Source: an optimization exercise on an open RTL-to-GDS flow (aim: small area). Production flows keep margins and buffers that such runs may drop. At most, simulation tests tie the RTL to the original design; equivalence was not proved. No functional check of the RTL was part of runs 1 to 3 and 5. Power figures rest on the tool's default switching activity, not on a simulated workload.

===== flow/config.mk =====
export PLATFORM = sky130hd
export DESIGN_NAME = vibrometer_tracker
export DESIGN_NICKNAME = vibrometer_tracker
export VERILOG_FILES = /design/flow/design.v
export SDC_FILE = /design/flow/constraint.sdc
export NUM_CORES = 4
export LEC_CHECK = 0
export CAP_MARGIN = 20
export CORE_MARGIN = 2
export CORE_UTILIZATION = 40
export SLEW_MARGIN = 20

===== flow/run.sh =====
#!/bin/bash
# synth_recipe.tcl (not shown) runs the flow's synth.tcl, then flattens the netlist and writes it again
# the make line also repeats each setting of config.mk as NAME=value (left out here)
make -C /OpenROAD-flow-scripts/flow DESIGN_CONFIG=/design/flow/config.mk WORK_HOME=/design/flow/orfs CLKGATE_MAP_FILE= SYNTH_SCRIPT=/design/flow/synth_recipe.tcl finish

===== flow/constraint.sdc =====
create_clock -name core_clock -period 8.0 [get_ports {clk}]
set_input_delay 1.6000 -clock core_clock [delete_from_list [all_inputs] [get_ports {clk}]]
set_output_delay 1.6000 -clock core_clock [all_outputs]
set_load 0.01 [all_outputs]

===== flow/design.v =====
`timescale 1ns / 1ps
module axis_extremum_finder
(
    input  wire                             aclk,
    input  wire                             aresetn,
    input  wire [4:0]                       log_count,
    input  wire [2:0]                       shift,
    output logic [15:0]                     lower_threshold,
    output logic [15:0]                     upper_threshold,
    input  wire [15:0]                      signal_a
);
    logic                                   measure;
    logic  [15:0]                           tmp_min, tmp_max;
    logic  [30:0]                           count;
    wire   [31:0]                           inc;
    wire                                    last;
    wire   [15:0]                           sum, center, d_min, d_max, new_min, new_max;
    wire   [15:0]                           sh_min, sh_max;
    vt_add #(.W(32)) u_inc (.a({1'b0, count}), .b(32'd0), .cin(1'b1), .s(inc));
    assign last = |(inc & (32'hFFFFFFFF << log_count));
    vt_add #(.W(16)) u_sum  (.a(tmp_max), .b(tmp_min),  .cin(1'b0), .s(sum));
    assign center = {sum[15], sum[15:1]};
    vt_add #(.W(16)) u_dmin (.a(tmp_min), .b(~center), .cin(1'b1), .s(d_min));
    vt_add #(.W(16)) u_dmax (.a(tmp_max), .b(~center), .cin(1'b1), .s(d_max));
    assign sh_min = $signed(d_min) >>> shift;
    assign sh_max = $signed(d_max) >>> shift;
    vt_add #(.W(16)) u_nmin (.a(sh_min),  .b(center),  .cin(1'b0), .s(new_min));
    vt_add #(.W(16)) u_nmax (.a(sh_max),  .b(center),  .cin(1'b0), .s(new_max));
    always_ff @(posedge aclk) begin
        if (~aresetn) begin
            lower_threshold <= 16'h7FFF;
            upper_threshold <= 16'h8000;
            measure         <= 1'b0;
        end else begin
            if (measure && last) begin
                lower_threshold <= new_min;
                upper_threshold <= new_max;
            end
            measure         <= ~(measure & last);
        end
    end
    always_ff @(posedge aclk) begin
        if (~measure) begin
            tmp_min         <= 16'h7FFF;
            tmp_max         <= 16'h8000;
            count           <= 31'd0;
        end else begin
            if ($signed(signal_a) < $signed(tmp_min))
                tmp_min     <= signal_a;
            if ($signed(signal_a) > $signed(tmp_max))
                tmp_max     <= signal_a;
            count           <= inc[30:0];
        end
    end
endmodule
`timescale 1ns / 1ps
module axis_position_tracker
(
    input  wire                             aclk,
    input  wire                             aresetn,
    input  wire [15:0]                      lower_threshold,
    input  wire [15:0]                      upper_threshold,
    input  wire [4:0]                       log_scale,
    input  wire [15:0]                      signal_a,
    input  wire [15:0]                      signal_b,
    output logic [31:0]                     position
);
    localparam                              idle            = 2'b00,
                                            low             = 2'b01,
                                            high            = 2'b10;
    logic  [1:0]                            state;
    wire   [15:0]                           sum, center;
    wire                                    below, above, forward, step;
    wire   [31:0]                           y, run, flip, from_l;
    vt_add #(.W(16)) u_sum (.a(upper_threshold), .b(lower_threshold), .cin(1'b0), .s(sum));
    assign center  = {sum[15], sum[15:1]};
    assign below   = $signed(signal_a) < $signed(lower_threshold);
    assign above   = $signed(signal_a) > $signed(upper_threshold);
    assign forward = $signed(signal_b) > $signed(center);
    assign step    = (state == high) & below;
    assign from_l  = 32'hFFFFFFFF << log_scale;
    assign y       = (position ^ {32{~forward}}) | ~from_l;
    vt_prefix_and #(.W(32)) u_run (.x(y), .y(run));
    assign flip    = {32{step}} & from_l & run;
    always_ff @(posedge aclk) begin
        if (~aresetn) begin
            position        <= 32'd0;
            state           <= idle;
        end else begin
            position        <= position ^ flip;
            case (state)
                idle:    if (below) state <= low;
                low:     if (above) state <= high;
                high:    if (below) state <= low;
                default: ;
            endcase
        end
    end
endmodule
`timescale 1ns / 1ps
module axis_throttler
(
    input  wire                             aclk,
    input  wire                             aresetn,
    input  wire [4:0]                       log_throttle,
    output logic                            deny
);
    logic [30:0]                            count;
    wire  [31:0]                            inc;
    wire                                    last;
    vt_add #(.W(32)) u_inc (.a({1'b0, count}), .b(32'd0), .cin(1'b1), .s(inc));
    assign last = |(inc & (32'hFFFFFFFF << log_throttle));
    always_ff @(posedge aclk) begin
        count <= (aresetn & ~last) ? inc[30:0] : 31'd0;
        deny  <= aresetn & ~last;
    end
endmodule
`timescale 1ns / 1ps
module axis_differentiator
(
    input  wire                             aclk,
    input  wire                             aresetn,
    input  wire                             enable,
    input  wire                             load,        
    input  wire                             hold,        
    input  wire [31:0]                      din,
    output wire [31:0]                      dout
);
    logic  [31:0]                           x0, x1, x2, x3, x4, part, result;
    wire   [32:0]                           sum1, sum2;
    wire   [31:0]                           a, b, c, cs_s, cs_c, part_next, result_next;
    vt_add #(.W(33)) u_sum1 (.a({x4[31], x4}), .b(~{x0[31], x0}), .cin(1'b1), .s(sum1));
    vt_add #(.W(33)) u_sum2 (.a({x1[31], x1}), .b(~{x3[31], x3}), .cin(1'b1), .s(sum2));
    assign a      = {{2{sum1[32]}}, sum1[32:3]};
    assign b      = {{3{sum1[32]}}, sum1[32:4]};
    assign c      = ~{{4{sum2[32]}}, sum2[32:5]};
    assign cs_s   = a ^ b ^ c;
    assign cs_c   = (a & b) | (a & c) | (b & c);
    vt_add #(.W(32)) u_part (.a(cs_s), .b({cs_c[30:0], 1'b1}), .cin(1'b0), .s(part_next));
    vt_add #(.W(32)) u_res  (.a(part), .b(sum2[31:0]), .cin(1'b0), .s(result_next));
    assign dout = enable ? result : din;
    always_ff @(posedge aclk) begin
        x0     <= ({32{load}} & din)         | ({32{hold}} & x0);
        x1     <= ({32{load}} & x0)          | ({32{hold}} & x1);
        x2     <= ({32{load}} & x1)          | ({32{hold}} & x2);
        x3     <= ({32{load}} & x2)          | ({32{hold}} & x3);
        x4     <= ({32{load}} & x3)          | ({32{hold}} & x4);
        part   <= ({32{load}} & part_next)   | ({32{hold}} & part);
        result <= ({32{load}} & result_next) | ({32{hold}} & result);
    end
endmodule
`timescale 1ns / 1ps
module vibrometer_tracker
(
    input  wire                             clk,
    input  wire                             aresetn,
    input  wire [4:0]                       log_count_extremum,
    input  wire [2:0]                       shift_extremum,
    input  wire [4:0]                       log_scale,
    input  wire                             filter_enable,
    input  wire [4:0]                       log_throttle,
    input  wire [31:0]                      raw_tdata,
    output wire [15:0]                      lower_threshold,
    output wire [15:0]                      upper_threshold,
    output wire [31:0]                      position_tdata,
    output wire                             filter_tvalid,
    output wire [31:0]                      filter_tdata
);
    wire                                    deny;
    axis_extremum_finder axis_extremum_finder (
        .aclk               (clk),
        .aresetn            (aresetn),
        .log_count          (log_count_extremum),
        .shift              (shift_extremum),
        .lower_threshold    (lower_threshold),
        .upper_threshold    (upper_threshold),
        .signal_a           (raw_tdata[15:0])
    );
    axis_position_tracker axis_position_tracker (
        .aclk               (clk),
        .aresetn            (aresetn),
        .lower_threshold    (lower_threshold),
        .upper_threshold    (upper_threshold),
        .log_scale          (log_scale),
        .signal_a           (raw_tdata[15:0]),
        .signal_b           (raw_tdata[31:16]),
        .position           (position_tdata)
    );
    axis_throttler axis_throttler (
        .aclk               (clk),
        .aresetn            (aresetn),
        .log_throttle       (log_throttle),
        .deny               (deny)
    );
    assign filter_tvalid = aresetn & ~deny;
    axis_differentiator axis_differentiator (
        .aclk               (clk),
        .aresetn            (aresetn),
        .enable             (filter_enable),
        .load               (filter_tvalid),
        .hold               (aresetn & deny),
        .din                (position_tdata),
        .dout               (filter_tdata)
    );
endmodule
module vt_add #
(
    parameter integer                       W = 32
)
(
    input  wire [W-1:0]                     a,
    input  wire [W-1:0]                     b,
    input  wire                             cin,
    output wire [W-1:0]                     s
);
    localparam integer                      LG = $clog2(W);
    wire   [W-1:0]                          p, g, gin;
    assign p   = a ^ b;
    assign g   = a & b;
    assign gin = {g[W-1:1], g[0] | (p[0] & cin)};
    genvar k, i;
    for (k = 0; k < 2 * LG; k = k + 1) begin : level
        localparam integer D = (k < LG) ? (1 << k) : (1 << (2 * LG - 1 - k));
        wire [W-1:0] gi, pi, go, po;
        if (k == 0) begin : first
            assign gi = gin;
            assign pi = p;
        end else begin : next
            assign gi = level[k-1].go;
            assign pi = level[k-1].po;
        end
        for (i = 0; i < W; i = i + 1) begin : bit_
            if ((k <  LG && i >= 2 * D - 1 && (i - (2 * D - 1)) % (2 * D) == 0) ||
                (k >= LG && i >= 3 * D - 1 && (i - (3 * D - 1)) % (2 * D) == 0)) begin : op
                assign go[i] = gi[i] | (pi[i] & gi[i - D]);
                assign po[i] = pi[i] & pi[i - D];
            end else begin : pass
                assign go[i] = gi[i];
                assign po[i] = pi[i];
            end
        end
    end
    assign s = p ^ {level[2*LG-1].go[W-2:0], cin};
endmodule
module vt_prefix_and #
(
    parameter integer                       W = 32
)
(
    input  wire [W-1:0]                     x,
    output wire [W-1:0]                     y
);
    localparam integer                      LG = $clog2(W);
    genvar k, i;
    for (k = 0; k < 2 * LG; k = k + 1) begin : level
        localparam integer D = (k < LG) ? (1 << k) : (1 << (2 * LG - 1 - k));
        wire [W-1:0] qi, qo;
        if (k == 0) begin : first
            assign qi = x;
        end else begin : next
            assign qi = level[k-1].qo;
        end
        for (i = 0; i < W; i = i + 1) begin : bit_
            if ((k <  LG && i >= 2 * D - 1 && (i - (2 * D - 1)) % (2 * D) == 0) ||
                (k >= LG && i >= 3 * D - 1 && (i - (3 * D - 1)) % (2 * D) == 0)) begin : op
                assign qo[i] = qi[i] & qi[i - D];
            end else begin : pass
                assign qo[i] = qi[i];
            end
        end
    end
    assign y = {level[2*LG-1].qo[W-2:0], 1'b1};
endmodule

==> results of run 1 <==
==> sequential cells by signal, summed over array words and instances (netlist names), 31 cells and up <==
signal                          flops
axis_differentiator.x3             32
axis_differentiator.x2             32
axis_differentiator.part           32
axis_differentiator.x4             32
axis_differentiator.x0             32
axis_throttler.count               31
axis_differentiator.result         32
axis_position_tracker.position     32
axis_extremum_finder.count         31
axis_differentiator.x1             32
==> cells in the mapped netlist, types with 8 or more instances <==
cell / instances
a31oi_1: 12
mux2_2: 40
nor3_1: 22
ha_1: 307
xor2_1: 78
fa_1: 131
o21bai_1: 13
o211ai_1: 26
and3_1: 22
mux2i_1: 260
nand4_1: 33
a211oi_1: 24
a21oi_1: 188
a2111oi_0: 11
a31o_2: 8
nor2b_1: 67
o31ai_1: 10
clkbuf_1: 106
a21o_1: 78
xnor2_1: 94
o21a_1: 26
and4_1: 10
dfxtp_1: 386
nand2b_1: 36
nor2_1: 407
nand3_1: 31
nor4_1: 18
buf_1: 23
inv_1: 306
or3_1: 14
nand2_1: 175
o21ai_0: 116
and2_1: 68
==> layout by cell type (no fill, tap or decap), types with 33 or more instances in the layout <==
| master | synthesis | routed |
|---|---|---|
| o21ai_0 | 116 | 115 |
| and2_1 | 68 | 68 |
| dfxtp_1 | 386 | 382 |
| inv_1 | 306 | 305 |
| mux2_2 | 40 | 40 |
| nor2_1 | 407 | 407 |
| nand2b_1 | 36 | 36 |
| a21oi_1 | 188 | 182 |
| fa_1 | 131 | 129 |
| a21o_1 | 78 | 78 |
| ha_1 | 307 | 305 |
| clkdlybuf4s50_1 | 0 | 146 |
| clkbuf_16 | 0 | 47 |
| nor2b_1 | 67 | 67 |
| nand4_1 | 33 | 33 |
| xor2_1 | 78 | 77 |
| xnor2_1 | 94 | 92 |
| mux2i_1 | 260 | 258 |
| nand2_1 | 175 | 175 |
==> routing by layer <==
layer	part of all wire	global-route usage	wire, um	vias up
met5	0.000098	0	7	-
met4	0.022	0.0486	1580	2
met3	0.047	0.0347	3390	86
met2	0.45	0.314	32200	363
met1	0.48	0.263	34600	10600
li1	-	-	-	11300
==> kinds of logic after synthesis <==
| kind of cell | Yosys count |
|---|---|
| simple gates | 928 |
| mux | 302 |
| compound gates | 578 |
| xor+xnor | 172 |
| fa+ha+maj | 444 |
| flops | 386 |
| buf+inv | 441 |
==> final cells by class <==
class	instances	share of cell area
antenna	2	0.000153
clock buffer	59	0.0401
clock inverter	27	0.0104
inverter	308	0.0356
multi-input combinational	2424	0.589
sequential	386	0.236
tap	940	0.0359
timing repair buffer	181	0.0528
==> what timing repair did <==
action,CTS,global route
setup buffers,0,1
gates resized for setup,0,27
setup endpoints to repair,0,7
==> power by group through the flow <==
| stage | Sequential, mW | Clock [mW] | Combinational (mW) |
|---|---|---|---|
| after CTS | 2.15 | 2.32 | 5.70 |
| after floorplan | 2.15 | 0 | 4.15 |
| after global placement | 2.19 | 0 | 5.62 |
| after detailed placement | 2.19 | 0 | 5.65 |
| final | 2.15 | 2.26 | 5.84 |
| after global routing | 2.16 | 2.40 | 6.51 |
==> per-stage QoR <==
stage	cell area (sq um)	util	hold WS (ps)	TNS [ps]
after floorplan	28500	-	421	0
after global placement	30900	0.440	443	0
after detailed placement	30900	0.440	445	0
after CTS	32600	0.464	453	0
after global routing	32700	0.466	473	-21.3
final	32700	0.466	450	0
==> worst paths after layout <==
check	end	from	slack [ps]
worst max register to register	axis_extremum_finder.upper_threshold[15]	axis_extremum_finder.tmp_max[1]	450
worst max-delay path	axis_extremum_finder.upper_threshold[15]	axis_extremum_finder.tmp_max[1]	450
worst min register to register	axis_throttler.count[0]	axis_throttler.count[0]	450
worst min-delay path	axis_throttler.count[0]	axis_throttler.count[0]	450
==> results.ini, run 1 <==
[run_status]
status = timing/DRC/antenna clean

[sta]
worst_pin_slew_ps = 1060
hold_viol_final = 0
drv_slew = 0
setup_violations = 0
post-route-min-period_ps = 7550
worst_slack_ps = 445
relSlewSlack = 0.290
post-route-period-util = 0.944
max_freq_mhz = 132
fin_skew_ps = 29.9

[placement]
dpl_worst_slack_ps = 168
gp_congestion = 0.849
dpl.hpwl_um = 54800
dp.cells = 4238
port_buffers = 149

[clock_network]
clk_latency_ps = 610
numCtsBuffers = 47
cts.path.max_buffers = 3
ctsRootBufferMaster = clkbuf_16
h-tree-depth = 2
clk_pin_slew_ps = 60
ctsHoldBuffers = 0
cts.sinks = 386
cts_tree = built

[floorplan]
initial_core_util = 0.406
die-area_sq_um = 73500
dieWidth_um = 271
rows = 97
core_sq_um = 70300
pin_count = 150
dieHeight_um = 271

[power_and_ir_drop]
power.density_nw_per_um2 = 313
peakVddDrop_mv = 0.207
p_sw_frac = 0.419
p_sw_mw = 4.29
p_int_mw = 5.95
p_leak_nw = 14.7
p_total_mw = 10.2
p_seq_frac = 0.210
comb_power_share = 0.570
clkPwrFrac = 0.221

[route]
ant_nets = 0
wl_um = 71800
vias = 22300
vias_per_cell = 5.16
wire_per_inst_um = 16.6
drc_errors = 0
drt_iter0_markers = 1138
first_pass_iters = 5

[synth]
ys_seq_area_frac = 0.271
synth.top_cell.area_share = 0.271
synthAdderAreaFrac = 0.229
yosysTopAreaCell = dfxtp_1
yosys_warnings = 4
synth_area_leaders = dfxtp_1 (27%), ha_1 (13%), fa_1 (9.2%)
ys.flop_type = dfxtp_1
yosys.area_share.simple = 0.152
synth_xor_area_frac = 0.0528
syn_area_sq_um = 28500
syn_nets = 3742
synth_top_family_by_area = adder cells
syn_inst = 3251
yosysUniqueCellTypes = 72
async_reset_ff_frac = 0
ys_ff_latch = 386
synth_compound_area_frac = 0.129
avgSynthCellArea_sq_um = 8.78
synth_edf_count = 0
synth_mux_area_frac = 0.109

[setup_path]
path_depth = 34
critPathRequiredTime_ps = 8430
worstSetupPathType = flop to flop
crit_buf_inv = 1
cp.arrival_ps = 7990
start_kind = flop
cp_slowest_cell = fa_1
rr_worst_depth = 34
cp_max_fo = 3
crit_path_max_incr_delay_ps = 490
critPathTopFamily = adder cells
setup.worst_path.end_class = flop
cpMostUsedCell = a21o_1

[finish]
area_growth_pct = 14.7
fin_cells = 4327
regArea_sq_um = 7730
final_nets = 3839
drive_gt1_frac = 0.0614
multi_input_area_sq_um = 19300
n_fill_cell = 6823

[global_routing]
grt_pass1_wl_um = 115000
grt_pass1_vias = 21700
track_usage = 0.193
grt.overflow.total = 0
grt_max_degree = 169
antenna_found_initial = 2

[hold_path]
hold_depth = 1
hold_path_class = flop to flop

[run]
cap_violations = 0

==> run 2: changes to the inputs <==
--- a/flow/design.v
+++ b/flow/design.v
@@ -16,8 +16,10 @@
     wire                                    last;
     wire   [15:0]                           sum, center, d_min, d_max, new_min, new_max;
     wire   [15:0]                           sh_min, sh_max;
-    vt_add #(.W(32)) u_inc (.a({1'b0, count}), .b(32'd0), .cin(1'b1), .s(inc));
-    assign last = |(inc & (32'hFFFFFFFF << log_count));
+    wire   [30:0]                           upper;
+    assign upper = 31'h7FFFFFFF << log_count;
+    assign last  = (|(count & upper)) | (&(count | upper));
+    assign inc   = count + 32'd1;
     vt_add #(.W(16)) u_sum  (.a(tmp_max), .b(tmp_min),  .cin(1'b0), .s(sum));
     assign center = {sum[15], sum[15:1]};
     vt_add #(.W(16)) u_dmin (.a(tmp_min), .b(~center), .cin(1'b1), .s(d_min));
@@ -103,16 +105,20 @@
     input  wire                             aclk,
     input  wire                             aresetn,
     input  wire [4:0]                       log_throttle,
-    output logic                            deny
+    output logic                            deny,
+    output logic                            pass_        
 );
     logic [30:0]                            count;
     wire  [31:0]                            inc;
     wire                                    last;
-    vt_add #(.W(32)) u_inc (.a({1'b0, count}), .b(32'd0), .cin(1'b1), .s(inc));
-    assign last = |(inc & (32'hFFFFFFFF << log_throttle));
+    wire  [30:0]                            upper;
+    assign upper = 31'h7FFFFFFF << log_throttle;
+    assign last  = (|(count & upper)) | (&(count | upper));
+    assign inc   = count + 32'd1;
     always_ff @(posedge aclk) begin
         count <= (aresetn & ~last) ? inc[30:0] : 31'd0;
         deny  <= aresetn & ~last;
+        pass_ <= ~aresetn | last;
     end
 endmodule
 `timescale 1ns / 1ps
@@ -166,7 +172,7 @@
     output wire                             filter_tvalid,
     output wire [31:0]                      filter_tdata
 );
-    wire                                    deny;
+    wire                                    deny, pass_;
     axis_extremum_finder axis_extremum_finder (
         .aclk               (clk),
         .aresetn            (aresetn),
@@ -190,14 +196,15 @@
         .aclk               (clk),
         .aresetn            (aresetn),
         .log_throttle       (log_throttle),
-        .deny               (deny)
+        .deny               (deny),
+        .pass_              (pass_)
     );
     assign filter_tvalid = aresetn & ~deny;
     axis_differentiator axis_differentiator (
         .aclk               (clk),
         .aresetn            (aresetn),
         .enable             (filter_enable),
-        .load               (filter_tvalid),
+        .load               (aresetn & pass_),
         .hold               (aresetn & deny),
         .din                (position_tdata),
         .dout               (filter_tdata)
--- a/flow/config.mk
+++ b/flow/config.mk
@@ -8,4 +8,6 @@
 export CAP_MARGIN = 20
 export CORE_MARGIN = 2
 export CORE_UTILIZATION = 40
+export CTS_BUF_LIST = sky130_fd_sc_hd__clkbuf_4 sky130_fd_sc_hd__clkbuf_8
+export CTS_CLUSTER_SIZE = 24
 export SLEW_MARGIN = 20
==> run 2 against run 1 <==
  * Total power is 31% higher
  * Hold slack lost 4.0 ps
  * Critical path depth is 1 higher
  * Critical endpoint is now axis_extremum_finder.lower_threshold[15]
  * Still clean
  * Non-clock buffer count is 5 lower
==> results.ini, run 2 <==
[setup_path]
cp_slowest_cell = fa_1  ; unchanged
r2r_setup_slack_ps = 420  ; was 450 ps
critPathRequiredTime_ps = 8510  ; was 8430 ps
cp_max_fo = 3  ; unchanged
crit_path_max_incr_delay_ps = 590  ; was 490 ps
worstSetupPathType = flop to flop  ; unchanged
cp.arrival_ps = 8090  ; was 7990 ps
r2r_start = axis_extremum_finder.tmp_max[1]  ; unchanged
setup.worst_path.end_class = flop  ; unchanged
cp-startpoint = axis_extremum_finder.tmp_max[1]  ; unchanged
start_kind = flop  ; unchanged

[hold_path]
hold_path_class = flop to flop  ; unchanged
min-delay-start = axis_differentiator.x2[22]  ; was axis_throttler.count[0]

[synth]
synth.top_cell.area_share = 0.279  ; was 0.271
ys_ff_latch = 387  ; was 386
yosys_warnings = 4  ; unchanged
synth_area_leaders = dfxtp_1 (28%), ha_1 (12%), fa_1 (9.4%)  ; was dfxtp_1 (27%), ha_1 (13%), fa_1 (9.2%)
ys_seq_area_frac = 0.279  ; was 0.271
synth.most_common_cell = dfxtp_1  ; was nor2_1
yosysTopAreaCell = dfxtp_1  ; unchanged
synth_edf_count = 0  ; unchanged
syn_inst = 3222  ; was 3251
avgSynthCellArea_sq_um = 8.62  ; was 8.78 sq um
yosysUniqueCellTypes = 76  ; was 72
syn_nets = 3683  ; was 3742
async_reset_ff_frac = 0  ; unchanged
yosys-top-cells-count = dfxtp_1 (387), nand2_1 (325), inv_1 (303)  ; was nor2_1 (407), dfxtp_1 (386), ha_1 (307)
ys.flop_type = dfxtp_1  ; unchanged
syn_area_sq_um = 27800  ; was 28500 sq um

[finish]
fin_cells = 4323  ; was 4327
final_common_cell = dfxtp_1  ; was nor2_1
stdcell_area_sq_um = 31800  ; was 32700 sq um
final_core_util = 0.463  ; was 0.466
final_nets = 3789  ; was 3839
mostFrequentLayoutCells = dfxtp_1 (384), nand2_1 (324), inv_1 (302)  ; was nor2_1 (407), dfxtp_1 (382), inv_1 (305), ha_1 (305), mux2i_1 (258)
drive_gt1_frac = 0.0761  ; was 0.0614
area_growth_pct = 14.6  ; was 14.7%

[global_routing]
grt_pass1_vias = 21900  ; was 21700
grt-busiest-layer = met2  ; unchanged
antenna_found_initial = 7  ; was 2
grt_max_degree = 203  ; was 169
gr-usage-met3 = 0.0534  ; was 0.0347
grt_util_met2 = 0.327  ; was 0.314
track_usage = 0.212  ; was 0.193
grtUsageMet1 = 0.290  ; was 0.263
grt_pass1_wl_um = 120000  ; was 115000 um
grt.overflow.total = 0  ; unchanged

[clock_network]
ctsRootBufferMaster = clkbuf_8  ; was clkbuf_16
h-tree-depth = 3  ; was 2
cts.path.max_buffers = 3  ; unchanged
clk_pin_slew_ps = 60  ; about the same
ctsHoldBuffers = 0  ; unchanged
cts.sinks = 387  ; was 386
clk_latency_ps = 690  ; was 610 ps
cts_tree = built  ; unchanged
numCtsBuffers = 77  ; was 47

[placement]
dpl_cell_area_sq_um = 30000  ; was 30900 sq um
port_buffers = 149  ; unchanged
dpl.hpwl_um = 56900  ; was 54800 um
dp.cells = 4178  ; was 4238
gp_congestion = 0.915  ; was 0.849

[floorplan]
dieWidth_um = 267  ; was 271 um
initial_core_util = 0.404  ; was 0.406
core_sq_um = 68700  ; was 70300 sq um
dieHeight_um = 267  ; was 271 um
rows = 96  ; was 97
die-area_sq_um = 71500  ; was 73500 sq um
pin_count = 150  ; unchanged

[sta]
post-route-period-util = 0.948  ; was 0.944
relSlewSlack = 0.323  ; was 0.290
worst_pin_slew_ps = 1010  ; was 1060 ps
fin_skew_ps = 40.6  ; was 29.9 ps
post-route-min-period_ps = 7580  ; was 7550 ps
max_freq_mhz = 132  ; about the same
drv_slew = 0  ; unchanged
rsz0062_at_grt = yes
hold_viol_final = 0  ; unchanged
setup_violations = 0  ; unchanged

[run_status]
status = timing/DRC/antenna clean  ; unchanged

[route]
first_pass_iters = 7  ; was 5
ant_nets = 0  ; unchanged
wire_per_inst_um = 17.6  ; was 16.6 um
vias = 22900  ; was 22300
wl_um = 76000  ; was 71800 um
drc_errors = 0  ; unchanged
vias_per_cell = 5.31  ; was 5.16
drt_iter0_markers = 1408  ; was 1138

[power_and_ir_drop]
p_leak_nw = 13.5  ; was 14.7 nW
p_total_mw = 13.4  ; was 10.2 mW
peakVddDrop_mv = 0.303  ; was 0.207 mV
power.density_nw_per_um2 = 422  ; was 313 nW/um^2

[run]
cap_violations = 0  ; unchanged

run 2: cells by family after synthesis:
| logic type | synth area share |
|---|---|
| compound gates | 0.196 |
| simple gates | 0.138 |
| buf+inv | 0.0629 |
| fa+ha+maj | 0.221 |
| flops | 0.279 |
| xor+xnor | 0.0644 |
| mux | 0.0378 |
run 2: worst max-delay path: cells and delay by family, from the launching register on:
kind | cells | cell delay, ps
muxes | 2 | 370
AOI/OAI and AO/OA | 13 | 2100
xor gates and xnor gates | 3 | 470
buffers and inverters | 1 | 90
and+or+nand+nor | 8 | 820
DFF | 1 | 370
adders and majority gates | 8 | 3180
run 2: metrics by stage:
| stage | hold WS, ps | setup slack (ps) | TNS, ps |
|---|---|---|---|
| after floorplan | 420 | 881 | 0 |
| after global placement | 431 | 294 | 0 |
| after detailed placement | 439 | 191 | 0 |
| after CTS | 430 | 154 | 0 |
| after global routing | 448 | -26.0 | -26.0 |
| final | 446 | 419 | 0 |
run 2: area by class of cell:
cell class                 count  area, sq um
sequential                   387         7750
multi-input combinational   2381        18400
tap                          931         1160
antenna                        3         7.51
inverter                     305         1140
timing repair buffer         176         1690
fill                        6905        36900
clock buffer                 118         1470
clock inverter                22          215
run 2: path summary, 6_finish.rpt:
kind                                               to  cells past startpoint
max          axis_extremum_finder.lower_threshold[15]                     35
min                        axis_differentiator.x3[22]                      1
max reg2reg  axis_extremum_finder.lower_threshold[15]                     35
min reg2reg                axis_differentiator.x3[22]                      1
run 2: per-layer routing:
layer | wire length, um | up-vias | part of all wire
li1 | - | 11400 | -
met5 | 46 | - | 0.00061
met3 | 4960 | 133 | 0.065
met1 | 35800 | 10800 | 0.47
met2 | 33200 | 526 | 0.44
met4 | 1940 | 8 | 0.026
run 2: power by group:
| part | switching (mW) | internal (mW) |
|---|---|---|
| Sequential | 0.150 | 2.09 |
| Clock | 0.941 | 1.28 |
| Combinational | 5.05 | 3.92 |
run 2: timing repair:
action	in CTS	in global routing
buffers inserted	0	2
endpoints found under the setup margin	0	9
gates resized for setup	0	17
==> run 3: changes to the inputs <==
--- a/flow/config.mk
+++ b/flow/config.mk
@@ -8,6 +8,4 @@
 export CAP_MARGIN = 20
 export CORE_MARGIN = 2
 export CORE_UTILIZATION = 40
-export CTS_BUF_LIST = sky130_fd_sc_hd__clkbuf_4 sky130_fd_sc_hd__clkbuf_8
-export CTS_CLUSTER_SIZE = 24
 export SLEW_MARGIN = 20
==> run 3 against run 2 <==
  * Combinational power barely moved
  * Synthesized cell count did not move
  * First-iteration DRC count rose by 3.7%
  * Register-to-register slack improved by 40 ps
  * Fmax rose by 0.50%
  * Global-route usage fell by 0.24 points
  * Clock power rose by 4%
  * Critical endpoint unchanged
  * Largest power group unchanged
==> results.ini, run 3 <==
[setup_path]
critPathTopFamily = adder cells  ; unchanged
setup.worst_path.end_class = flop  ; unchanged
worstSetupPathType = flop to flop  ; unchanged
cp_slowest_cell = fa_1  ; unchanged
crit_path_max_incr_delay_ps = 590  ; about the same
crit_buf_inv = 1  ; unchanged
critPathRequiredTime_ps = 8450  ; was 8510 ps
start_kind = flop  ; unchanged
cp.arrival_ps = 8000  ; was 8090 ps
cp_max_fo = 3  ; unchanged

[synth]
synthAdderAreaFrac = 0.221  ; unchanged
synth.most_common_cell = dfxtp_1  ; unchanged
yosysUniqueCellTypes = 76  ; unchanged
synth.top_cell.area_share = 0.279  ; unchanged
ys.flop_type = dfxtp_1  ; unchanged
yosysTopAreaCell = dfxtp_1  ; unchanged
synth_area_leaders = dfxtp_1 (28%), ha_1 (12%), fa_1 (9.4%)  ; unchanged
ys_seq_area_frac = 0.279  ; unchanged
synth_xor_area_frac = 0.0644  ; unchanged
synth_edf_count = 0  ; unchanged
yosys_warnings = 4  ; unchanged
yosys-top-cells-count = dfxtp_1 (387), nand2_1 (325), inv_1 (303)  ; unchanged
avgSynthCellArea_sq_um = 8.62  ; unchanged
synth_compound_area_frac = 0.196  ; unchanged
synth_top_family_by_area = adder cells  ; unchanged
syn_inst = 3222  ; unchanged
async_reset_ff_frac = 0  ; unchanged
ys_ff_latch = 387  ; unchanged
synth_mux_area_frac = 0.0378  ; unchanged
syn_area_sq_um = 27800  ; unchanged
syn_nets = 3683  ; unchanged
yosys.area_share.simple = 0.138  ; unchanged

[run_status]
status = timing/DRC/antenna clean  ; unchanged

[route]
drt_iter0_markers = 1460  ; was 1408
ant_nets = 0  ; unchanged
wl_um = 75500  ; was 76000 um
drc_errors = 0  ; unchanged
vias = 22700  ; was 22900
first_pass_iters = 6  ; was 7
vias_per_cell = 5.33  ; was 5.31
wire_per_inst_um = 17.7  ; was 17.6 um

[floorplan]
core_sq_um = 68700  ; unchanged
dieHeight_um = 267  ; unchanged
initial_core_util = 0.404  ; unchanged
rows = 96  ; unchanged
die-area_sq_um = 71500  ; unchanged
pin_count = 150  ; unchanged
dieWidth_um = 267  ; unchanged

[power_and_ir_drop]
p_total_mw = 13.5  ; was 13.4 mW
power.density_nw_per_um2 = 425  ; was 422 nW/um^2
peakVddDrop_mv = 0.303  ; about the same
p_leak_nw = 13.4  ; was 13.5 nW

[global_routing]
antenna_found_initial = 6  ; was 7
grt_pass1_vias = 21700  ; was 21900
grt.overflow.total = 0  ; unchanged
grt_max_degree = 203  ; unchanged
grt_pass1_wl_um = 119000  ; was 120000 um
track_usage = 0.209  ; was 0.212

[placement]
port_buffers = 149  ; unchanged
gp_congestion = 0.915  ; unchanged
dpl_cell_area_sq_um = 30000  ; unchanged
dpl.hpwl_um = 56900  ; unchanged

[clock_network]
cts.sinks = 387  ; unchanged
numCtsBuffers = 48  ; was 77
clk_pin_slew_ps = 60  ; about the same
ctsRootBufferMaster = clkbuf_16  ; was clkbuf_8
clk_latency_ps = 610  ; was 690 ps
cts.path.max_buffers = 3  ; unchanged
h-tree-depth = 2  ; was 3
cts_tree = built  ; unchanged

[finish]
stdcell_area_sq_um = 31800  ; about the same
area_growth_pct = 14.4  ; was 14.6%
final_common_cell = dfxtp_1  ; unchanged
drive_gt1_frac = 0.0588  ; was 0.0761
mostFrequentLayoutCells = dfxtp_1 (384), nand2_1 (324), inv_1 (302)  ; unchanged
final_nets = 3760  ; was 3789
final_core_util = 0.462  ; was 0.463

[sta]
drv_slew = 0  ; unchanged
post-route-period-util = 0.943  ; was 0.948
hold_viol_final = 0  ; unchanged
relSlewSlack = 0.320  ; was 0.323
rsz0062_at_grt = yes  ; unchanged
setup_violations = 0  ; unchanged
fin_skew_ps = 29.6  ; was 40.6 ps
tns_ps = 0  ; unchanged
worst_pin_slew_ps = 1020  ; was 1010 ps
max_freq_mhz = 133  ; was 132 MHz
post-route-min-period_ps = 7540  ; was 7580 ps

[run]
cap_violations = 0  ; unchanged

[hold_path]
hold_path_class = flop to flop  ; unchanged

[run 3: cell counts after synthesis]
No cell type changed its count.
[run 3: logic make-up (layout without fill, tap and decap cells)]
logic type,count (synthesis),count (layout)
AND/OR/NAND/NOR,816,816
XOR/XNOR,204,204
multiplexers,100,100
adder cells (fa/ha/maj),413,413
other,0,2
buffers and inverters,454,567
AO/OA/AOI/OAI,848,848
flip-flops,387,387
[run 3: worst reg2reg max path: cells and delay by family (launching register included)]
kind / cells / cell delay (ps)
adder cells (fa/ha/maj): 8 / 3180
buffers and inverters: 1 / 100
multiplexers: 2 / 370
AND/OR/NAND/NOR: 8 / 820
flip-flops: 1 / 370
XOR/XNOR: 3 / 470
AO/OA/AOI/OAI: 13 / 2080
[run 3: report_power, final]
group	total [mW]	internal, mW	switching, mW
registers	2.24	2.09	0.150
logic	8.96	3.92	5.04
clock network	2.30	1.39	0.913
[run 3: routing by layer]
| layer | vias to the layer above | global-route usage | wire, um |
|---|---|---|---|
| li1 | 11400 | - | - |
| met1 | 10800 | 0.290 | 36000 |
| met2 | 495 | 0.326 | 32900 |
| met3 | 120 | 0.0483 | 4720 |
| met4 | 8 | 0.0565 | 1820 |
| met5 | - | 0 | 46 |
[run 3: timing repair]
item                                    4_1_cts  5_1_grt
endpoints found under the setup margin        0        9
setup buffers                                 0        2
hold buffers                                  0        0
gates resized for setup                       0       17
[run 3: final cells by class]
cell class,instances,area (sq um)
clock buffer,62,1310
clock inverter,24,334
timing repair buffer,176,1690
sequential,387,7750
tap,931,1160
inverter,305,1140
fill,6886,36900
antenna,2,5.00
multi-input combinational,2381,18400
[run 3: worst paths after layout]
kind              cells past startpoint  slack (ps)                                  endpoint                            start
setup / recovery                     35         460  axis_extremum_finder.lower_threshold[15]  axis_extremum_finder.tmp_max[1]
hold / removal                        1         440                axis_differentiator.x3[26]       axis_differentiator.x2[26]
setup reg to reg                     35         460  axis_extremum_finder.lower_threshold[15]  axis_extremum_finder.tmp_max[1]
hold reg to reg                       1         440                axis_differentiator.x3[26]       axis_differentiator.x2[26]
[run 3: per-stage QoR]
step           worst slack, ps  hold WS, ps  std cells
2_1_floorplan              881          420       3222
3_3_place_gp               294          431       4178
3_5_place_dp               191          439       4178
4_1_cts                    168          446       4264
5_1_grt                  -11.7          471       4266
6_report                   457          440       4268
==> run 4: changes to the inputs <==
--- a/flow/design.v
+++ b/flow/design.v
@@ -220,7 +220,7 @@
     input  wire                             cin,
     output wire [W-1:0]                     s
 );
-    localparam integer                      LG = $clog2(W);
+    localparam integer                      LG = (W > 32) ? 6 : (W > 16) ? 5 : (W > 8) ? 4 : (W > 4) ? 3 : (W > 2) ? 2 : 1;
     wire   [W-1:0]                          p, g, gin;
     assign p   = a ^ b;
     assign g   = a & b;
@@ -257,7 +257,7 @@
     input  wire [W-1:0]                     x,
     output wire [W-1:0]                     y
 );
-    localparam integer                      LG = $clog2(W);
+    localparam integer                      LG = (W > 32) ? 6 : (W > 16) ? 5 : (W > 8) ? 4 : (W > 4) ? 3 : (W > 2) ? 2 : 1;
     genvar k, i;
     for (k = 0; k < 2 * LG; k = k + 1) begin : level
         localparam integer D = (k < LG) ? (1 << k) : (1 << (2 * LG - 1 - k));
==> run 4 against run 3 <==
  * Still clean on timing, DRC and antenna
  * Total power unchanged
  * Final cell count unchanged
  * Final area unchanged
  * Critical path depth unchanged
  * Clock-buffer cell count unchanged
  * Synthesized area unchanged
  * Register-to-register slack about the same
  * Fmax unchanged
  * Flip-flop and latch count unchanged
  * Wire length unchanged
  * Non-clock buffer count unchanged
  * Largest power group unchanged
==> results.ini, run 4 <==
[global_routing]
grt_pass1_wl_um = 119000  ; unchanged
antenna_found_initial = 6  ; unchanged
grt_max_degree = 203  ; unchanged
track_usage = 0.209  ; unchanged
grt.overflow.total = 0  ; unchanged
grt_pass1_vias = 21700  ; unchanged

[route]
vias = 22700  ; unchanged
wl_um = 75500  ; unchanged
drt_iter0_markers = 1460  ; unchanged
vias_per_cell = 5.33  ; unchanged
wire_per_inst_um = 17.7  ; unchanged
drc_errors = 0  ; unchanged
first_pass_iters = 6  ; unchanged
ant_nets = 0  ; unchanged

[synth]
ys.flop_type = dfxtp_1  ; unchanged
ys_seq_area_frac = 0.279  ; unchanged
synth_xor_area_frac = 0.0644  ; unchanged
yosysUniqueCellTypes = 76  ; unchanged
synth_area_leaders = dfxtp_1 (28%), ha_1 (12%), fa_1 (9.4%)  ; unchanged
synth_mux_area_frac = 0.0378  ; unchanged
synth.top_cell.area_share = 0.279  ; unchanged
ys_ff_latch = 387  ; unchanged
syn_nets = 3683  ; unchanged
avgSynthCellArea_sq_um = 8.62  ; unchanged
synth_top_family_by_area = adder cells  ; unchanged
synth_edf_count = 0  ; unchanged
syn_inst = 3222  ; unchanged
yosys.area_share.simple = 0.138  ; unchanged
yosys_warnings = 4  ; unchanged
yosys-top-cells-count = dfxtp_1 (387), nand2_1 (325), inv_1 (303)  ; unchanged
synthAdderAreaFrac = 0.221  ; unchanged
syn_area_sq_um = 27800  ; unchanged
yosysTopAreaCell = dfxtp_1  ; unchanged
synth.most_common_cell = dfxtp_1  ; unchanged
async_reset_ff_frac = 0  ; unchanged
synth_compound_area_frac = 0.196  ; unchanged

[clock_network]
numCtsBuffers = 48  ; unchanged
cts.sinks = 387  ; unchanged
cts.path.max_buffers = 3  ; unchanged
clk_latency_ps = 610  ; about the same
h-tree-depth = 2  ; unchanged
ctsRootBufferMaster = clkbuf_16  ; unchanged
cts_tree = built  ; unchanged
clk_pin_slew_ps = 60  ; about the same
ctsHoldBuffers = 0  ; unchanged

[power_and_ir_drop]
power.density_nw_per_um2 = 425  ; unchanged
p_leak_nw = 13.4  ; unchanged
peakVddDrop_mv = 0.303  ; unchanged

[floorplan]
initial_core_util = 0.404  ; unchanged
rows = 96  ; unchanged
pin_count = 150  ; unchanged
core_sq_um = 68700  ; unchanged
die-area_sq_um = 71500  ; unchanged
dieWidth_um = 267  ; unchanged
dieHeight_um = 267  ; unchanged

[setup_path]
crit_path_max_incr_delay_ps = 590  ; about the same
critPathRequiredTime_ps = 8450  ; about the same
worstSetupPathType = flop to flop  ; unchanged
setup.worst_path.end_class = flop  ; unchanged
cp_max_fo = 3  ; unchanged
cp.arrival_ps = 8000  ; about the same
cp_slowest_cell = fa_1  ; unchanged
start_kind = flop  ; unchanged

[sta]
hold_viol_final = 0  ; unchanged
worst_pin_slew_ps = 1020  ; unchanged
relSlewSlack = 0.320  ; unchanged
tns_ps = 0  ; unchanged
post-route-min-period_ps = 7540  ; unchanged
setup_violations = 0  ; unchanged
max_freq_mhz = 133  ; unchanged
drv_slew = 0  ; unchanged
post-route-period-util = 0.943  ; unchanged
fin_skew_ps = 29.6  ; unchanged
rsz0062_at_grt = yes  ; unchanged

[run]
cap_violations = 0  ; unchanged

[finish]
drive_gt1_frac = 0.0588  ; unchanged
stdcell_area_sq_um = 31800  ; unchanged
final_common_cell = dfxtp_1  ; unchanged
final_nets = 3760  ; unchanged
area_growth_pct = 14.4  ; unchanged
mostFrequentLayoutCells = dfxtp_1 (384), nand2_1 (324), inv_1 (302)  ; unchanged

[placement]
port_buffers = 149  ; unchanged
gp_congestion = 0.915  ; unchanged
dpl_cell_area_sq_um = 30000  ; unchanged
dpl.hpwl_um = 56900  ; unchanged

[run_status]
status = timing/DRC/antenna clean  ; unchanged

[hold_path]
hold_path_class = flop to flop  ; unchanged

run 4: worst max-delay path, delay by kind of cell, from the launching register on:
family          cells  cell delay (ps)
buf+inv             1              100
fa+ha+maj           8             3180
simple gates        8              820
compound gates     13             2080
mux                 2              370
flops               1              370
xor+xnor            3              470
run 4: path summary, 6_finish.rpt:
kind | startpoint | endpoint | slack [ps] | cells past startpoint
worst max-delay path | axis_extremum_finder.tmp_max[1] | axis_extremum_finder.lower_threshold[15] | 460 | 35
worst max register to register | axis_extremum_finder.tmp_max[1] | axis_extremum_finder.lower_threshold[15] | 460 | 35
worst min register to register | axis_differentiator.x2[26] | axis_differentiator.x3[26] | 440 | 1
worst min-delay path | axis_differentiator.x2[26] | axis_differentiator.x3[26] | 440 | 1
run 4: cell type report:
cell class	count	area, sq um
Timing Repair Buffer	176	1690
Inverter	305	1140
Clock inverter	24	334
Clock buffer	62	1310
Sequential cell	387	7750
Tap cell	931	1160
Multi-Input combinational cell	2381	18400
Antenna cell	2	5.00
Fill cell	6886	36900
run 4: timing repair:
item / 4_1_cts / 5_1_grt
endpoints found under the setup margin: 0 / 9
setup buffers: 0 / 2
resized for setup: 0 / 17
run 4: cell families (layout without fill, tap and decap cells):
| group | Yosys count | after routing |
|---|---|---|
| compound gates | 848 | 848 |
| simple gates | 816 | 816 |
| buf+inv | 454 | 567 |
| fa+ha+maj | 413 | 413 |
| flops | 387 | 387 |
| xor+xnor | 204 | 204 |
| mux | 100 | 100 |
| other cells | 0 | 2 |
run 4: metal layers:
layer | track usage | share of wire | up-vias
li1 | - | - | 11400
met5 | 0 | 0.00061 | -
met4 | 0.0565 | 0.024 | 8
met1 | 0.290 | 0.48 | 10800
met2 | 0.326 | 0.44 | 495
met3 | 0.0483 | 0.063 | 120
run 4: metrics by stage:
| stage | std cells | power (mW) | hold slack [ps] | utilization | setup slack [ps] |
|---|---|---|---|---|---|
| final | 4268 | 13.5 | 440 | 0.462 | 457 |
| after global routing | 4266 | 14.8 | 471 | 0.462 | -11.7 |
| after CTS | 4264 | 13.4 | 446 | 0.461 | 168 |
| after detailed placement | 4178 | 11.1 | 439 | 0.437 | 191 |
| after global placement | 4178 | 11.0 | 431 | 0.437 | 294 |
| after floorplan | 3222 | 8.94 | 420 | - | 881 |
run 4: report_power, final:
part	switching [mW]	internal, mW
clock	0.913	1.39
sequential	0.150	2.09
combinational	5.04	3.92
total	6.10	7.40
==> run 5: changes to the inputs <==
--- a/flow/design.v
+++ b/flow/design.v
@@ -220,7 +220,7 @@
     input  wire                             cin,
     output wire [W-1:0]                     s
 );
-    localparam integer                      LG = (W > 32) ? 6 : (W > 16) ? 5 : (W > 8) ? 4 : (W > 4) ? 3 : (W > 2) ? 2 : 1;
+    localparam integer                      LG = $clog2(W);
     wire   [W-1:0]                          p, g, gin;
     assign p   = a ^ b;
     assign g   = a & b;
@@ -257,7 +257,7 @@
     input  wire [W-1:0]                     x,
     output wire [W-1:0]                     y
 );
-    localparam integer                      LG = (W > 32) ? 6 : (W > 16) ? 5 : (W > 8) ? 4 : (W > 4) ? 3 : (W > 2) ? 2 : 1;
+    localparam integer                      LG = $clog2(W);
     genvar k, i;
     for (k = 0; k < 2 * LG; k = k + 1) begin : level
         localparam integer D = (k < LG) ? (1 << k) : (1 << (2 * LG - 1 - k));
==> flow/flow/run.sh (new file) <==
#!/bin/bash
# Standard layout (the standard.sh: standard synthesis, floorplan, power grid, placement,
# CTS, routing) with two knobs changed:
#  - port buffers use the smallest plain buffer instead of the default pick
#  - clock tree synthesis inserts no dummy loads
set -euo pipefail
export BUFFER_PORTS_ARGS="-buffer_cell sky130_fd_sc_hd__buf_1"
export CTS_ARGS="-sink_clustering_enable -repair_clock_nets -dont_use_dummy_load"
bash standard.sh finish > standard_flow.log 2>&1
==> flow/standard.sh (new file) <==
#!/bin/bash
# synth_recipe.tcl (not shown) runs the flow's synth.tcl, then flattens the netlist and writes it again
# the make line also repeats each setting of config.mk as NAME=value (left out here)
make -C /OpenROAD-flow-scripts/flow DESIGN_CONFIG=/design/flow/config.mk WORK_HOME=/design/flow/orfs CLKGATE_MAP_FILE= SYNTH_SCRIPT=/design/flow/synth_recipe.tcl "${@:-finish}"
removed: flow/run.sh
==> run 5 against run 4 <==
  * Final area shrank 3.9%
  * Final cell count shrank 0.59%
  * Still clean
  * Total power shrank 2.8%
  * Critical path depth shrank 1
  * Die area is the same
  * Highest routed layer unchanged
  * Fmax grew 1.1%
  * Setup slack gained 82 ps
  * First-iteration DRC count grew 16%
==> results.ini, run 5 <==
[run_status]
status = timing/DRC/antenna clean  ; unchanged

[floorplan]
initial_core_util = 0.404  ; unchanged
rows = 96  ; unchanged
dieWidth_um = 267  ; unchanged
dieHeight_um = 267  ; unchanged
die-area_sq_um = 71500  ; unchanged
core_sq_um = 68700  ; unchanged
pin_count = 150  ; unchanged

[global_routing]
track_usage = 0.208  ; was 0.209
grt_pass1_vias = 21200  ; was 21700
grt_pass1_wl_um = 118000  ; was 119000 um
antenna_found_initial = 8  ; was 6
grt.overflow.total = 0  ; unchanged
grt_max_degree = 199  ; was 203

[placement]
gp_congestion = 0.920  ; was 0.915
dp.cells = 4193  ; was 4178
dpl_worst_slack_ps = 240  ; was 191 ps
dpl_cell_area_sq_um = 29200  ; was 30000 sq um
dpl.hpwl_um = 56800  ; was 56900 um
port_buffers = 149  ; unchanged

[sta]
tns_ps = 0  ; unchanged
drv_slew = 0  ; unchanged
fin_skew_ps = 80.8  ; was 29.6 ps
max_freq_mhz = 134  ; was 133 MHz
setup_violations = 0  ; unchanged
worst_pin_slew_ps = 1020  ; about the same
hold-worst-slack_ps = 416  ; was 440 ps
post-route-period-util = 0.933  ; was 0.943
worst_slack_ps = 539  ; was 457 ps
hold_viol_final = 0  ; unchanged
rsz0062_at_grt = no  ; was yes
relSlewSlack = 0.322  ; was 0.320
post-route-min-period_ps = 7460  ; was 7540 ps

[run]
cap_violations = 0  ; unchanged

[finish]
drive_gt1_frac = 0.0568  ; was 0.0588
fin_cells = 4243  ; was 4268
final_core_util = 0.444  ; was 0.462
stdcell_area_sq_um = 30500  ; was 31800 sq um
area_growth_pct = 9.97  ; was 14.4%
antenna_cells = 0  ; was 2
final_nets = 3775  ; was 3760
final_common_cell = dfxtp_1  ; unchanged
mostFrequentLayoutCells = dfxtp_1 (383), nand2_1 (324), inv_1 (302)  ; was dfxtp_1 (384), nand2_1 (324), inv_1 (302)
n_fill_cell = 6904  ; was 6886

[clock_network]
numCtsBuffers = 48  ; unchanged
ctsHoldBuffers = 0  ; unchanged
cts.sinks = 387  ; unchanged
cts.path.max_buffers = 3  ; unchanged
cts_tree = built  ; unchanged
clk_latency_ps = 620  ; was 610 ps
clk_pin_slew_ps = 50  ; was 60 ps
ctsRootBufferMaster = clkbuf_16  ; unchanged
h-tree-depth = 2  ; unchanged

[setup_path]
start_kind = flop  ; unchanged
worstSetupPathType = flop to flop  ; unchanged
cp_max_fo = 3  ; unchanged
setup.worst_path.end_class = flop  ; unchanged
cp_slowest_cell = fa_1  ; unchanged
crit_path_max_incr_delay_ps = 500  ; was 590 ps
rr_worst_depth = 34  ; was 35
critPathRequiredTime_ps = 8430  ; was 8450 ps
cp.arrival_ps = 7890  ; was 8000 ps

[route]
vias = 22600  ; was 22700
drt_iter0_markers = 1688  ; was 1460
wire_per_inst_um = 17.6  ; was 17.7 um
drc_errors = 0  ; unchanged
ant_nets = 0  ; unchanged
first_pass_iters = 8  ; was 6
vias_per_cell = 5.31  ; was 5.33
wl_um = 74600  ; was 75500 um

[synth]
async_reset_ff_frac = 0  ; unchanged
syn_area_sq_um = 27800  ; unchanged
yosys-top-cells-count = dfxtp_1 (387), nand2_1 (325), inv_1 (303)  ; unchanged
yosysUniqueCellTypes = 76  ; unchanged
yosysTopAreaCell = dfxtp_1  ; unchanged
ys_seq_area_frac = 0.279  ; unchanged
synth.most_common_cell = dfxtp_1  ; unchanged
yosys_warnings = 4  ; unchanged
avgSynthCellArea_sq_um = 8.62  ; unchanged
syn_nets = 3683  ; unchanged
synth_edf_count = 0  ; unchanged
ys.flop_type = dfxtp_1  ; unchanged
syn_inst = 3222  ; unchanged
ys_ff_latch = 387  ; unchanged
synth_area_leaders = dfxtp_1 (28%), ha_1 (12%), fa_1 (9.4%)  ; unchanged
synth.top_cell.area_share = 0.279  ; unchanged

[power_and_ir_drop]
peakVddDrop_mv = 0.345  ; was 0.303 mV
power.density_nw_per_um2 = 430  ; was 425 nW/um^2
p_leak_nw = 12.9  ; was 13.4 nW
p_total_mw = 13.1  ; was 13.5 mW

[hold_path]
hold_path_class = flop to flop  ; unchanged
hold_depth = 1  ; unchanged

-- run 5: cell counts after synthesis --
No cell type changed its count.
-- run 5: area by class of cell --
| type | count | area [sq um] | share of cell area |
|---|---|---|---|
| multi-input cells | 2381 | 18400 | 0.602 |
| flip-flops and latches | 387 | 7750 | 0.254 |
| clock buffers | 48 | 1200 | 0.0393 |
| well taps | 931 | 1160 | 0.0382 |
| inverters | 305 | 1140 | 0.0375 |
| repair buffers | 191 | 893 | 0.0293 |
-- run 5: critical path, delay by kind of cell, from the launching register on --
kind            cells  cell delay (ps)
simple gates        8              850
fa+ha+maj           8             3350
xor+xnor            2              280
buf+inv             1               80
mux                 2              310
flops               1              360
compound gates     13             2120
-- run 5: per-layer routing --
layer / part of all wire / GRT usage / up-vias
li1: - / - / 11300
met1: 0.49 / 0.298 / 10600
met2: 0.43 / 0.319 / 502
met3: 0.056 / 0.0357 / 107
met4: 0.024 / 0.0566 / 6
met5: 0.00046 / 0 / -
-- run 5: worst paths after layout --
| path | from | endpoint | slack, ps |
|---|---|---|---|
| min reg2reg | axis_differentiator.x2[29] | axis_differentiator.x3[29] | 420 |
| min | axis_differentiator.x2[29] | axis_differentiator.x3[29] | 420 |
| max reg2reg | axis_extremum_finder.tmp_max[1] | axis_extremum_finder.lower_threshold[15] | 540 |
| max | axis_extremum_finder.tmp_max[1] | axis_extremum_finder.lower_threshold[15] | 540 |
-- run 5: logic make-up after synthesis --
group | Yosys count | synth area share
AO/OA/AOI/OAI | 848 | 0.196
AND/OR/NAND/NOR | 816 | 0.138
buffers and inverters | 454 | 0.0629
adder cells (fa/ha/maj) | 413 | 0.221
flip-flops | 387 | 0.279
XOR/XNOR | 204 | 0.0644
multiplexers | 100 | 0.0378
-- run 5: timing repair --
| item | 4_1_cts | 5_1_grt |
|---|---|---|
| endpoints found under the setup margin | 0 | 9 |
| setup buffers | 0 | 2 |
| gates resized for setup | 0 | 21 |
-- run 5: where the power goes --
part,total [mW],internal [mW],leakage [nW],switching [mW]
registers,2.24,2.09,3.14,0.149
logic,9.06,3.97,9.15,5.09
clock network,1.83,1.04,0.592,0.790
total,13.1,7.10,12.9,6.03
==> run 6: changes to the inputs <==
--- a/flow/design.v
+++ b/flow/design.v
@@ -11,23 +11,26 @@
 );
     logic                                   measure;
     logic  [15:0]                           tmp_min, tmp_max;
-    logic  [30:0]                           count;
-    wire   [31:0]                           inc;
+    logic  [31:0]                           count1;      
     wire                                    last;
     wire   [15:0]                           sum, center, d_min, d_max, new_min, new_max;
     wire   [15:0]                           sh_min, sh_max;
-    wire   [30:0]                           upper;
-    assign upper = 31'h7FFFFFFF << log_count;
-    assign last  = (|(count & upper)) | (&(count | upper));
-    assign inc   = count + 32'd1;
+    assign last = |(count1 & (32'hFFFFFFFF << log_count));
     vt_add #(.W(16)) u_sum  (.a(tmp_max), .b(tmp_min),  .cin(1'b0), .s(sum));
     assign center = {sum[15], sum[15:1]};
-    vt_add #(.W(16)) u_dmin (.a(tmp_min), .b(~center), .cin(1'b1), .s(d_min));
     vt_add #(.W(16)) u_dmax (.a(tmp_max), .b(~center), .cin(1'b1), .s(d_max));
-    assign sh_min = $signed(d_min) >>> shift;
     assign sh_max = $signed(d_max) >>> shift;
-    vt_add #(.W(16)) u_nmin (.a(sh_min),  .b(center),  .cin(1'b0), .s(new_min));
     vt_add #(.W(16)) u_nmax (.a(sh_max),  .b(center),  .cin(1'b0), .s(new_max));
+    wire   [15:0]                           top;
+    wire   [6:0]                            below;
+    wire                                    carry, wrap;
+    assign top    = ~(16'hFFFF >> shift);
+    assign below  = ~(7'h7F << shift);
+    assign carry  = sum[0] ? ((d_max[6:0] & below & 7'h7E) == 7'd0) : ((d_max[6:0] & below) == 7'd0);
+    assign wrap   = (d_max == 16'h8000) | (sum[0] & (d_max == 16'h8001));
+    assign sh_min = ~sh_max | ({16{wrap}} & top);
+    vt_add #(.W(16)) u_nmin (.a(sh_min),  .b(center),  .cin(carry), .s(d_min));
+    assign new_min = (shift == 3'd0) ? tmp_min : d_min;
     always_ff @(posedge aclk) begin
         if (~aresetn) begin
             lower_threshold <= 16'h7FFF;
@@ -45,13 +48,13 @@
         if (~measure) begin
             tmp_min         <= 16'h7FFF;
             tmp_max         <= 16'h8000;
-            count           <= 31'd0;
+            count1          <= 32'd1;
         end else begin
             if ($signed(signal_a) < $signed(tmp_min))
                 tmp_min     <= signal_a;
             if ($signed(signal_a) > $signed(tmp_max))
                 tmp_max     <= signal_a;
-            count           <= inc[30:0];
+            count1          <= count1 + 32'd1;
         end
     end
 endmodule
@@ -108,17 +111,13 @@
     output logic                            deny,
     output logic                            pass_        
 );
-    logic [30:0]                            count;
-    wire  [31:0]                            inc;
+    logic [31:0]                            count1;
     wire                                    last;
-    wire  [30:0]                            upper;
-    assign upper = 31'h7FFFFFFF << log_throttle;
-    assign last  = (|(count & upper)) | (&(count | upper));
-    assign inc   = count + 32'd1;
-    always_ff @(posedge aclk) begin
-        count <= (aresetn & ~last) ? inc[30:0] : 31'd0;
-        deny  <= aresetn & ~last;
-        pass_ <= ~aresetn | last;
+    assign last = |(count1 & (32'hFFFFFFFF << log_throttle));
+    always_ff @(posedge aclk) begin
+        count1 <= (aresetn & ~last) ? count1 + 32'd1 : 32'd1;
+        deny   <= aresetn & ~last;
+        pass_  <= ~aresetn | last;
     end
 endmodule
 `timescale 1ns / 1ps
@@ -220,7 +219,7 @@
     input  wire                             cin,
     output wire [W-1:0]                     s
 );
-    localparam integer                      LG = $clog2(W);
+    localparam integer                      LG = (W > 32) ? 6 : (W > 16) ? 5 : (W > 8) ? 4 : (W > 4) ? 3 : (W > 2) ? 2 : 1;
     wire   [W-1:0]                          p, g, gin;
     assign p   = a ^ b;
     assign g   = a & b;
@@ -257,7 +256,7 @@
     input  wire [W-1:0]                     x,
     output wire [W-1:0]                     y
 );
-    localparam integer                      LG = $clog2(W);
+    localparam integer                      LG = (W > 32) ? 6 : (W > 16) ? 5 : (W > 8) ? 4 : (W > 4) ? 3 : (W > 2) ? 2 : 1;
     genvar k, i;
     for (k = 0; k < 2 * LG; k = k + 1) begin : level
         localparam integer D = (k < LG) ? (1 << k) : (1 << (2 * LG - 1 - k));
==> run 6 against run 5 <==
  * Still clean
  * Flip-flop and latch count grew 2
  * Wire length shrank 6.9%
  * Synthesized cell count shrank 7.3%
  * Clock-buffer cell count shrank 1
  * Utilization grew 0.45 points
  * Clock power is essentially flat
  * Total power shrank 5.5%
  * Synthesized area shrank 5.1%
  * First-iteration DRC count shrank 33%
  * Critical path depth grew 1
  * Critical path type unchanged
==> results.ini, run 6 <==
[route]
vias = 21100  ; was 22600
ant_nets = 0  ; unchanged
first_pass_iters = 5  ; was 8
wire_per_inst_um = 17.4  ; was 17.6 um
vias_per_cell = 5.29  ; was 5.31
drt_iter0_markers = 1129  ; was 1688
drc_errors = 0  ; unchanged
wl_um = 69500  ; was 74600 um

[hold_path]
min-delay-start = axis_extremum_finder.count1[0]  ; was axis_differentiator.x2[29]
hold_path_class = flop to flop  ; unchanged
hold_depth = 1  ; unchanged
worstHoldEndpoint = axis_extremum_finder.count1[0]  ; was axis_differentiator.x3[29]

[run_status]
status = timing/DRC/antenna clean  ; unchanged

[finish]
final_common_cell = dfxtp_1  ; unchanged
stdcell_area_sq_um = 29400  ; was 30500 sq um
final_nets = 3569  ; was 3775
area_growth_pct = 11.6  ; was 9.97%
n_fill_cell = 6469  ; was 6904
drive_gt1_frac = 0.0695  ; was 0.0568
mostFrequentLayoutCells = dfxtp_1 (386), nand2_1 (301), inv_1 (267)  ; was dfxtp_1 (383), nand2_1 (324), inv_1 (302)

[synth]
synth.most_common_cell = dfxtp_1  ; unchanged
async_reset_ff_frac = 0  ; unchanged
synth_area_leaders = dfxtp_1 (30%), ha_1 (12%), fa_1 (9.9%)  ; was dfxtp_1 (28%), ha_1 (12%), fa_1 (9.4%)
ys_ff_latch = 389  ; was 387
syn_inst = 2988  ; was 3222
ys_seq_area_frac = 0.296  ; was 0.279
synth.top_cell.area_share = 0.296  ; was 0.279
synth_edf_count = 0  ; unchanged
yosys-top-cells-count = dfxtp_1 (389), nand2_1 (303), inv_1 (268)  ; was dfxtp_1 (387), nand2_1 (325), inv_1 (303)
syn_area_sq_um = 26300  ; was 27800 sq um
avgSynthCellArea_sq_um = 8.82  ; was 8.62 sq um
ys.flop_type = dfxtp_1  ; unchanged
yosysUniqueCellTypes = 81  ; was 76
syn_nets = 3433  ; was 3683
yosys_warnings = 4  ; unchanged
yosysTopAreaCell = dfxtp_1  ; unchanged

[clock_network]
clk_pin_slew_ps = 60  ; was 50 ps
h-tree-depth = 2  ; unchanged
cts_tree = built  ; unchanged
ctsRootBufferMaster = clkbuf_16  ; unchanged
numCtsBuffers = 47  ; was 48
cts.path.max_buffers = 3  ; unchanged
clk_latency_ps = 590  ; was 620 ps
cts.sinks = 389  ; was 387

[global_routing]
grt_pass1_vias = 20100  ; was 21200
grt.overflow.total = 0  ; unchanged
grt_pass1_wl_um = 111000  ; was 118000 um
antenna_found_initial = 1  ; was 8
track_usage = 0.204  ; was 0.208
grt_max_degree = 225  ; was 199

[sta]
relSlewSlack = 0.215  ; was 0.322
hold_viol_final = 0  ; unchanged
worst_pin_slew_ps = 1180  ; was 1020 ps
max_freq_mhz = 132  ; was 134 MHz
worst_slack_ps = 428  ; was 539 ps
post-route-min-period_ps = 7570  ; was 7460 ps
drv_slew = 0  ; unchanged
setup_violations = 0  ; unchanged
post-route-period-util = 0.946  ; was 0.933
fin_skew_ps = 42.4  ; was 80.8 ps

[floorplan]
initial_core_util = 0.402  ; was 0.404
die-area_sq_um = 67900  ; was 71500 sq um
dieWidth_um = 261  ; was 267 um
pin_count = 150  ; unchanged
dieHeight_um = 261  ; was 267 um
rows = 94  ; was 96
core_sq_um = 65500  ; was 68700 sq um

[setup_path]
cpMostUsedCell = fa_2
cp.arrival_ps = 8030  ; was 7890 ps
cp_max_fo = 2  ; was 3
worstSetupPathType = flop to flop  ; unchanged
crit_buf_inv = 3  ; was 1
start_kind = flop  ; unchanged
critPathRequiredTime_ps = 8460  ; was 8430 ps
rr_worst_depth = 35  ; was 34
r2r_setup_slack_ps = 430  ; was 540 ps
r2r_start = axis_extremum_finder.tmp_max[0]  ; was axis_extremum_finder.tmp_max[1]
critPathTopFamily = adder cells  ; unchanged
reg2reg_to = axis_extremum_finder.lower_threshold[15]  ; unchanged
setup.worst_path.end_class = flop  ; unchanged
cp_slowest_cell = or4_4  ; was fa_1
crit_path_max_incr_delay_ps = 550  ; was 500 ps

[placement]
port_buffers = 149  ; unchanged
dpl_worst_slack_ps = -233  ; was 240 ps
dpl_cell_area_sq_um = 28000  ; was 29200 sq um
dpl.hpwl_um = 52500  ; was 56800 um
gp_congestion = 0.909  ; was 0.920

[power_and_ir_drop]
power.density_nw_per_um2 = 422  ; was 430 nW/um^2
p_leak_nw = 12.4  ; was 12.9 nW
peakVddDrop_mv = 0.281  ; was 0.345 mV

[run]
cap_violations = 0  ; unchanged

## run 6: cell count changes after synthesis, sizes merged, moves of 20 or more
cell / previous run / this run
xnor2: 116 / 94
o211ai: 40 / 20
a21oi: 169 / 130
nand2: 325 / 303
mux2i: 65 / 37
inv: 303 / 271
## run 6: metrics by stage
step	std cells	hold slack [ps]	TNS [ps]	util	power (mW)
floorplan	2988	396	0	-	8.08
global placement	3936	426	-171	0.428	10.2
detailed placement	3936	437	-438	0.428	10.3
CTS	3985	451	0	0.446	12.2
global route	3987	463	-9.56	0.449	13.6
finish	3987	449	0	0.449	12.4
## run 6: kinds of logic (layout without fill, tap and decap cells)
group / after synthesis / after routing / synth area share
simple gates: 783 / 783 / 0.141
fa+ha+maj: 395 / 395 / 0.224
compound gates: 761 / 761 / 0.188
other cells: 0 / 1 / 0
buf+inv: 399 / 533 / 0.0577
mux: 67 / 67 / 0.0286
flops: 389 / 389 / 0.296
xor+xnor: 194 / 194 / 0.0648
## run 6: final cells by class
class / instances / area, sq um / area share
multi-input cells: 2200 / 17300 / 0.587
flip-flops and latches: 389 / 7790 / 0.265
clock buffers: 47 / 1180 / 0.0400
well taps: 864 / 1080 / 0.0368
repair buffers: 214 / 1070 / 0.0363
inverters: 272 / 1020 / 0.0347
diodes: 1 / 2.50 / 0.0000851
## run 6: report_power, final
| part | internal (mW) | switching, mW |
|---|---|---|
| combinational | 3.81 | 4.51 |
| clock | 1.02 | 0.795 |
| sequential | 2.11 | 0.158 |
## run 6: worst max-delay path by stage
stage                               startpoint                                  endpoint  slack, ps  cells past startpoint
2_1_floorplan  axis_extremum_finder.tmp_min[0]  axis_extremum_finder.lower_threshold[15]          9                     35
3_3_place_gp   axis_extremum_finder.tmp_max[0]  axis_extremum_finder.upper_threshold[15]       -100                     37
3_5_place_dp   axis_extremum_finder.tmp_max[0]  axis_extremum_finder.lower_threshold[15]       -230                     37
4_1_cts        axis_extremum_finder.tmp_max[0]  axis_extremum_finder.upper_threshold[15]         20                     37
5_1_grt        axis_extremum_finder.tmp_max[0]  axis_extremum_finder.lower_threshold[15]        -10                     37
6_report       axis_extremum_finder.tmp_max[0]  axis_extremum_finder.lower_threshold[15]        430                     35
## run 6: timing repair
item,CTS,global route
setup buffers,2,1
pin swaps,6,30
hold buffers,0,0
setup endpoints to repair,4,8
resized for setup,10,39
## run 6: metal layers
layer	track usage	vias up	wire [um]
li1	-	10600	-
met1	0.281	10000	32800
met2	0.327	381	31500
met3	0.0331	106	3370
met4	0.0616	0	1820
met5	0	-	0

## afterwards: timing with drivers on the ports
The flow's constraints put no driver on any port. The routed layouts listed below were extracted and timed again, unchanged, in two steps. Step 1 (the two cells are an assumption about what drives the block):
set clk [get_ports {clk}]
set_driving_cell -lib_cell sky130_fd_sc_hd__clkbuf_16 $clk
set_driving_cell -lib_cell sky130_fd_sc_hd__buf_2 [delete_from_list [all_inputs] $clk]
Step 2 moves the port delays by t, midway between the first and last clock arrival at a register: inputs arrive t later, outputs are due t later. That takes back most of the time a late clock gives input paths. Slacks: ideal / step 1 / step 2; pairs: ideal / step 1.
run	shift t [ns]	setup WS [ns]	latest minus earliest clock arrival (ns)	worst slew at a driven data input, ns	cell pins on the clock port's net
run 1	0.659	0.445 / 0.445 / 0.445	0.030 / 0.030	0.10	1
run 2	0.726	0.419 / 0.419 / 0.419	0.041 / 0.041	0.12	1
run 3	0.655	0.457 / 0.457 / 0.457	0.029 / 0.029	0.12	1
run 4	0.655	0.457 / 0.457 / 0.457	0.029 / 0.029	0.12	1
run 5	0.645	0.539 / 0.539 / 0.539	0.081 / 0.081	0.12	1
run 6	0.629	0.428 / 0.428 / 0.428	0.045 / 0.045	0.09	1
After both steps every run listed still meets setup and hold.
